This design comes from an exercise in tuning for small area on the open sky130 flow, not from production work.
Only simulation tests tie the RTL to the original design; equivalence was not proved.
No activity file was given, so power comes from the tool's default toggle rates.

==> flow/design.v (excerpt) <==
module comp_cic
#(  parameter Win=16,
    parameter Wcoef = 18,
    parameter Wout = 18,
    parameter Num_coef=17)
(input  signed [Win-1:0] id_data_filter,
 input ic_val_data,
 input ic_rst,
 input  clk,
 output signed [Wout-1:0] od_data_filter,
 output oc_val_data);
Size: roughly 740 cells after synthesis, ~38 I/O pins, about 0.010 mm2 of cells after synthesis.
export LEC_CHECK = 0
export CAP_MARGIN = 20
export CORE_MARGIN = 2
export CORE_UTILIZATION = 40
export SLEW_MARGIN = 20
export SYNTH_MEMORY_MAX_BITS = 4096
create_clock -name core_clock -period 10.0 [get_ports {clk}]
standard.sh (not shown) runs the stock make flow with config.mk's settings and CLKGATE_MAP_FILE= SYNTH_SCRIPT=/design/flow/synth_recipe.tcl, a recipe that flattens the netlist after the stock synthesis.
==> flow/flow/run.sh <==
#!/bin/bash
# The standard layout (standard.sh), with the clock tree built from
# clkbuf_4 cells and no dummy loads, and buf_1 cells as the port buffers.
set -euo pipefail
export CTS_ARGS="-sink_clustering_enable -repair_clock_nets -dont_use_dummy_load -buf_list sky130_fd_sc_hd__clkbuf_8 -sink_clustering_size 20 -sink_clustering_max_diameter 100"
export BUFFER_PORTS_ARGS="-buffer_cell sky130_fd_sc_hd__buf_1"
bash standard.sh > standard_flow.log 2>&1
The starting point ran to the end with no violations.
Next try:
==> flow/flow/run.sh (replaced) <==
#!/bin/bash
# The standard layout (standard.sh), with the clock tree built from
# clkbuf_4 cells and no dummy loads, and buf_1 cells as the port buffers.
set -euo pipefail
export CTS_ARGS="-sink_clustering_enable -repair_clock_nets -dont_use_dummy_load -buf_list sky130_fd_sc_hd__clkbuf_4"
export BUFFER_PORTS_ARGS="-buffer_cell sky130_fd_sc_hd__buf_1"
bash standard.sh > standard_flow.log 2>&1
Result: Via count is higher by 6.4%. Clock-buffer cell count is higher by 58. Worst hold slack is worse by 0.022 ns. Combinational power barely changes. Utilization is higher by 1.2 points. Wire length is higher by 3.9%.


comp_cic, a different RTL version from the one above (not shown whole).
==> flow/config.mk <==
export PLATFORM = sky130hd
export DESIGN_NAME = comp_cic
export DESIGN_NICKNAME = comp_cic
export VERILOG_FILES = /design/flow/design.v
export SDC_FILE = /design/flow/constraint.sdc
export NUM_CORES = 4
export LEC_CHECK = 0
export CAP_MARGIN = 20
export CORE_MARGIN = 2
export CORE_UTILIZATION = 40
export SLEW_MARGIN = 20
export SYNTH_MEMORY_MAX_BITS = 4096
==> flow/constraint.sdc <==
create_clock -name core_clock -period 10.0 [get_ports {clk}]
set_input_delay 2.0000 -clock core_clock [delete_from_list [all_inputs] [get_ports {clk}]]
set_output_delay 2.0000 -clock core_clock [all_outputs]
set_load 0.01 [all_outputs]
==> flow/flow/run.sh <==
#!/bin/bash
# The standard layout (standard.sh) with these changes:
# - after the standard synthesis, flow/invpol.py rewrites the netlist to
#   remove inverters between full adders and to replace adders with an
#   unused output by a smaller gate (it only re-polarises full adders,
#   rebuilds inverters and swaps those adders; registers are untouched);
# - the clock tree has clkbuf_4 cells driving clusters of up to 10 registers
#   and clkbuf_8 cells above them, without dummy loads;
# - the port buffers are buf_1 cells.
set -euo pipefail
export CTS_ARGS="-sink_clustering_enable -repair_clock_nets -dont_use_dummy_load -buf_list {sky130_fd_sc_hd__clkbuf_4 sky130_fd_sc_hd__clkbuf_8} -root_buf sky130_fd_sc_hd__clkbuf_8 -sink_clustering_buffer sky130_fd_sc_hd__clkbuf_4 -sink_clustering_size 10 -sink_clustering_max_diameter 50"
export BUFFER_PORTS_ARGS="-buffer_cell sky130_fd_sc_hd__buf_1"
bash standard.sh synth > standard_synth.log 2>&1
NET=orfs/results/$FLOW_PLATFORM/comp_cic/base/1_2_yosys.v
cp "$NET" 1_2_yosys.before_invpol.v
python3 flow/invpol.py "$NET" > invpol.log 2>&1
rm -f orfs/results/$FLOW_PLATFORM/comp_cic/base/1_synth.odb orfs/results/$FLOW_PLATFORM/comp_cic/base/1_synth.sdc
bash standard.sh > standard_flow.log 2>&1
Other scripts of this flow, unchanged in this note and not shown: flow/flow/invpol.py
The first run produced a clean layout.
==> next run, changes <==
--- a/flow/flow/run.sh
+++ b/flow/flow/run.sh
@@ -5,9 +5,9 @@
 #   unused output by a smaller gate (it only re-polarises full adders,
 #   rebuilds inverters and swaps those adders; registers are untouched);
-# - the clock tree has clkbuf_4 cells driving clusters of up to 10 registers
+# - the clock tree has clkbuf_4 cells driving clusters of up to 12 registers
 #   and clkbuf_8 cells above them, without dummy loads;
 # - the port buffers are buf_1 cells.
 set -euo pipefail
-export CTS_ARGS="-sink_clustering_enable -repair_clock_nets -dont_use_dummy_load -buf_list {sky130_fd_sc_hd__clkbuf_4 sky130_fd_sc_hd__clkbuf_8} -root_buf sky130_fd_sc_hd__clkbuf_8 -sink_clustering_buffer sky130_fd_sc_hd__clkbuf_4 -sink_clustering_size 10 -sink_clustering_max_diameter 50"
+export CTS_ARGS="-sink_clustering_enable -repair_clock_nets -dont_use_dummy_load -buf_list {sky130_fd_sc_hd__clkbuf_4 sky130_fd_sc_hd__clkbuf_8} -root_buf sky130_fd_sc_hd__clkbuf_8 -sink_clustering_buffer sky130_fd_sc_hd__clkbuf_4 -sink_clustering_size 12 -sink_clustering_max_diameter 50"
 export BUFFER_PORTS_ARGS="-buffer_cell sky130_fd_sc_hd__buf_1"
 bash standard.sh synth > standard_synth.log 2>&1
CORE_UTILIZATION = 65   (was 40)
PLACE_DENSITY = 0.75   (was default)
Result: Non-clock buffer count fell by 1. Wire length fell by about 5%. Sequential cell count is unchanged. Total power fell by 2.4%. Count of clock-buffer cells in the layout fell by 7. Cell count fell by 12%. Worst setup slack improved by 0.074 ns.
==> next run, changes <==
CORE_UTILIZATION = 40   (was 65)
PLACE_DENSITY = default   (was 0.75)
After rerunning: The new run finished with timing, DRC and antenna clean. Synthesized cell count stays the same. Combinational power stays flat. Routed wire length goes up by a few percent. Clock power stays flat. Global-route usage goes down by 7.4 points. Sequential share of layout area goes down by 0.99 points. Final area goes up slightly. Sequential power is about the same. Clock skew barely changes.
==> next run, changes <==
--- a/flow/flow/run.sh
+++ b/flow/flow/run.sh
@@ -5,9 +5,9 @@
 #   unused output by a smaller gate (it only re-polarises full adders,
 #   rebuilds inverters and swaps those adders; registers are untouched);
-# - the clock tree has clkbuf_4 cells driving clusters of up to 12 registers
+# - the clock tree has clkbuf_4 cells driving clusters of up to 11 registers
 #   and clkbuf_8 cells above them, without dummy loads;
 # - the port buffers are buf_1 cells.
 set -euo pipefail
-export CTS_ARGS="-sink_clustering_enable -repair_clock_nets -dont_use_dummy_load -buf_list {sky130_fd_sc_hd__clkbuf_4 sky130_fd_sc_hd__clkbuf_8} -root_buf sky130_fd_sc_hd__clkbuf_8 -sink_clustering_buffer sky130_fd_sc_hd__clkbuf_4 -sink_clustering_size 12 -sink_clustering_max_diameter 50"
+export CTS_ARGS="-sink_clustering_enable -repair_clock_nets -dont_use_dummy_load -buf_list {sky130_fd_sc_hd__clkbuf_4 sky130_fd_sc_hd__clkbuf_8} -root_buf sky130_fd_sc_hd__clkbuf_8 -sink_clustering_buffer sky130_fd_sc_hd__clkbuf_4 -sink_clustering_size 11 -sink_clustering_max_diameter 40"
 export BUFFER_PORTS_ARGS="-buffer_cell sky130_fd_sc_hd__buf_1"
 bash standard.sh synth > standard_synth.log 2>&1
CORE_UTILIZATION = 70   (was 40)
PLACE_DENSITY = 0.8   (was default)
Effect: Worst hold slack improves by 0.019 ns; design area decreases slightly; synthesized cell count stays the same; power goes up by a few percent; count of clock-buffer cells in the layout climbs by 6.

-- what the ideal ports hide --
The flow's constraints put no driver on any port. The routed layouts listed below were extracted and timed again, unchanged, in two steps.
Step 1, drivers: a clkbuf_16 drives clk and a buf_2 each remaining input, both assumed.
Step 2 adds t to the input delays and takes it off the output delays; t is the mean of the earliest and latest rising clock arrival at the registers after step 1. Input paths then give back, and output paths get back, about the clock's delay inside the block.
Three values: no drivers, after step 1, after step 2; two values: the first two.
| run | t (ns) | slack for setup (ns) | worst register clock-pin slew, ns |
|---|---|---|---|
| the first run of note 1 | 0.543 | 0.374 / 0.374 / 0.374 | 0.12 / 0.12 |
| the second run of note 1 | 0.664 | 0.408 / 0.408 / 0.408 | 0.07 / 0.07 |
| the first run of note 2 | 0.527 | 0.701 / 0.701 / 0.701 | 0.11 / 0.11 |
| the second run of note 2 | 0.550 | 0.775 / 0.775 / 0.775 | 0.12 / 0.12 |
| the third run of note 2 | 0.568 | 0.697 / 0.697 / 0.697 | 0.13 / 0.13 |
| the fourth run of note 2 | 0.512 | 0.601 / 0.601 / 0.601 | 0.11 / 0.11 |
After both steps setup and hold are still met in every run listed.
